Background: an optimization exercise with open tools, aiming at small area, a short achievable clock period and few clock cycles per item. Do not read the settings as production practice. Function was checked by simulation only, so behaviour that the tests miss may differ from the original.

== run 1 ==
Design dotproduct, start of the top module:
module dotproduct (
    input  logic         clk_i,
    input  logic         rst_ni,
    input  logic         start_i,
    input  logic [7:0]   nnz_i,
    input  logic [31:0]  a0_i, a1_i, a2_i, a3_i, a4_i,
                         a5_i, a6_i, a7_i, a8_i, a9_i,
    input  logic [31:0]  b0_i, b1_i, b2_i, b3_i, b4_i,
                         b5_i, b6_i, b7_i, b8_i, b9_i,
    input  logic [31:0]  c_i,
    output logic [63:0]  result_o,
    output logic         busy_o,
    output logic         result_valid_o,
    output logic [31:0]  cycle_count_o
);
==> flow/config.mk <==
export PLATFORM = sky130hd
export DESIGN_NAME = dotproduct
export DESIGN_NICKNAME = dotproduct
export VERILOG_FILES = /design/flow/design.v
export SDC_FILE = /design/flow/constraint.sdc
export NUM_CORES = 4
export LEC_CHECK = 0
export ABC_AREA = 1
export CAP_MARGIN = 20
export CORE_MARGIN = 2
export CORE_UTILIZATION = 40
export SLEW_MARGIN = 20
==> flow/constraint.sdc <==
create_clock -name core_clock -period 15.0 [get_ports {clk_i}]
set_input_delay 3.0000 -clock core_clock [delete_from_list [all_inputs] [get_ports {clk_i}]]
set_output_delay 3.0000 -clock core_clock [all_outputs]
set_load 0.01 [all_outputs]
standard.sh (not shown) runs the stock make flow with config.mk's settings and CLKGATE_MAP_FILE= SYNTH_SCRIPT=/design/flow/synth_recipe.tcl, a recipe that flattens the netlist after the stock synthesis.
==> flow/flow/run.sh <==
#!/bin/bash
set -o pipefail
export BUFFER_PORTS_ARGS="-buffer_cell sky130_fd_sc_hd__buf_1"
bash standard.sh SETUP_SLACK_MARGIN=9.5 finish > standard.log 2>&1
Testbench counts of run 1, summed over its fixed seeds: cycles 18,851, items 2,400.
Changes in run 2 relative to run 1:
==> flow/run.sh (new file) <==
#!/bin/bash
# synth_recipe.tcl (not shown) runs the flow's synth.tcl, then flattens the netlist and writes it again
# the make line also repeats each setting of config.mk as NAME=value (left out here)
make -C /OpenROAD-flow-scripts/flow DESIGN_CONFIG=/design/flow/config.mk WORK_HOME=/design/flow/orfs CLKGATE_MAP_FILE= SYNTH_SCRIPT=/design/flow/synth_recipe.tcl finish
removed: flow/flow/run.sh
removed: flow/standard.sh
Findings:
Clock-buffer cell count: run 2 higher than run 1. Run 2 has completed all stages; timing, DRC and antenna checks passed. Higher data required time at the worst endpoint among run 2 and run 1: run 2. Comparing post-route minimum period for run 2 and run 1, the smaller number came from run 1.
## Diff of input files: run 3 against run 2
==> flow/flow/run.sh (new file) <==
#!/bin/bash
set -o pipefail
export BUFFER_PORTS_ARGS="-buffer_cell sky130_fd_sc_hd__buf_1"
bash standard.sh finish > standard.log 2>&1
==> flow/standard.sh (new file) <==
#!/bin/bash
# synth_recipe.tcl (not shown) runs the flow's synth.tcl, then flattens the netlist and writes it again
# the make line also repeats each setting of config.mk as NAME=value (left out here)
make -C /OpenROAD-flow-scripts/flow DESIGN_CONFIG=/design/flow/config.mk WORK_HOME=/design/flow/orfs CLKGATE_MAP_FILE= SYNTH_SCRIPT=/design/flow/synth_recipe.tcl "${@:-finish}"
removed: flow/run.sh
### Flow results
- Run 3 ends up with a utilization of the core after routing that is 7.3 points lower than in run 2.
- Taking run 3 over run 2, the final area ratio works out to 0.864.
- The global-route usage of run 3 exceeds that of run 2 by 0.85 points.
- Compared run 2 against run 3; count of plain and timing-repair buffers within noise.
- Measured against each other, run 2 and run 3 differ in sequential portion of the cell area, the higher figure coming from run 3.
For run 4, these inputs were changed with respect to run 3:
==> flow/flow/run.sh <==
#!/bin/bash
set -o pipefail
export BUFFER_PORTS_ARGS="-buffer_cell sky130_fd_sc_hd__buf_1"
bash standard.sh SETUP_SLACK_MARGIN=8 finish > standard.log 2>&1
==> comparison <==
Every stage of the flow completed for run 3, and the final layout passed the timing, DRC and antenna checks. Run 4 has completed all stages; timing, DRC and antenna checks passed. Going from run 3 to run 4, post-layout utilization of the core held, total wire length after detailed routing held. Final worst-path setup slack: run 4 vs run 3 up 0.28 ns.

* * *

Another version of the RTL of dotproduct (not shown whole).
Size in the first run: ~780 I/O pins, ~27,000 um^2 of cells after synthesis.
Settings: LEC_CHECK=0, ABC_AREA=1, CAP_MARGIN=40, CORE_MARGIN=2, CORE_UTILIZATION=40, CTS_BUF_LIST=sky130_fd_sc_hd__clkbuf_4 sky130_fd_sc_hd__clkbuf_8, SLEW_MARGIN=50; clock period 15.0 ns.
==> flow/flow/run.sh <==
#!/bin/bash
set -o pipefail
export BUFFER_PORTS_ARGS="-buffer_cell sky130_fd_sc_hd__buf_1"
bash standard.sh SETUP_SLACK_MARGIN=9.25 finish > standard.log 2>&1
The baseline completed without violations.
Testbench counts at the start, summed over its fixed seeds: cycles 18,851, items 2,400.
Change:
==> flow/flow/run.sh (replaced) <==
#!/bin/bash
set -o pipefail
export BUFFER_PORTS_ARGS="-buffer_cell sky130_fd_sc_hd__buf_1"
bash standard.sh finish > standard.log 2>&1
--- a/flow/config.mk
+++ b/flow/config.mk
@@ -7,7 +7,6 @@
 export LEC_CHECK = 0
 export ABC_AREA = 1
-export CAP_MARGIN = 40
+export CAP_MARGIN = 20
 export CORE_MARGIN = 2
 export CORE_UTILIZATION = 40
-export CTS_BUF_LIST = sky130_fd_sc_hd__clkbuf_4 sky130_fd_sc_hd__clkbuf_8
-export SLEW_MARGIN = 50
+export SLEW_MARGIN = 20
What happened: Sequential share of layout area grows by 0.41 points. Worst hold slack degrades by 0.010 ns. Non-clock buffer count shrinks by 97. Wire length shrinks slightly. Final cell count shrinks slightly. Synthesized area does not change.
Change:
==> flow/flow/run.sh (replaced) <==
#!/bin/bash
set -o pipefail
export BUFFER_PORTS_ARGS="-buffer_cell sky130_fd_sc_hd__buf_1"
bash standard.sh SETUP_SLACK_MARGIN=9.0 finish > standard.log 2>&1
--- a/flow/config.mk
+++ b/flow/config.mk
@@ -7,6 +7,7 @@
 export LEC_CHECK = 0
 export ABC_AREA = 1
-export CAP_MARGIN = 20
+export CAP_MARGIN = 50
 export CORE_MARGIN = 2
 export CORE_UTILIZATION = 40
-export SLEW_MARGIN = 20
+export CTS_BUF_LIST = sky130_fd_sc_hd__clkbuf_4 sky130_fd_sc_hd__clkbuf_8
+export SLEW_MARGIN = 60
Effect: The changed run completed without violations. Design area climbs slightly. Routed wire length barely changes. Setup slack gets better by 0.59 ns. Sequential share of layout area goes down by 0.14 points. Non-clock buffer count grows by 15. Utilization rises by 0.79 points. Register-to-register slack gains 0.48 ns. Flip-flop and latch count is unchanged. Synthesized cell count does not change. Synthesized area stays the same.

==> re-timing with driven ports <==
The results above use ideal ports. As a check the final layouts listed here were re-extracted and re-timed, cells and wires unchanged.
Step 1 (the two cells are an assumption about what drives the block):
set clk [get_ports {clk_i}]
set_driving_cell -lib_cell sky130_fd_sc_hd__clkbuf_16 $clk
set_driving_cell -lib_cell sky130_fd_sc_hd__buf_2 [delete_from_list [all_inputs] $clk]
Step 2, shift: input delay + t, output delay - t, t = (earliest + latest rising clock arrival at the registers) / 2. This alone moves slack from input paths to output paths.
Slacks: no drivers / after step 1 / after step 2; pairs: no drivers / after step 1.
run	t, ns	setup slack, ns	latest minus earliest clock arrival (ns)	pins driven straight from the clock port
run 1	0.550	8.995 / 8.995 / 8.995	0.024 / 0.025	1
run 2	0.560	8.100 / 8.100 / 8.100	0.026 / 0.026	1
run 3	0.552	8.008 / 8.008 / 8.008	0.021 / 0.021	1
run 4	0.552	8.285 / 8.285 / 8.285	0.023 / 0.022	1
the first run of note 2	0.606	9.337 / 9.281 / 9.067	0.021 / 0.022	1
the second run of note 2	0.544	8.549 / 8.487 / 8.564	0.009 / 0.010	1
the third run of note 2	0.605	9.139 / 9.082 / 9.282	0.012 / 0.012	1
After both steps every run listed still meets setup and hold. The setup slack of the first run of note 2, which loses most, moves by -0.056 ns with the drivers and by -0.270 ns with both steps.
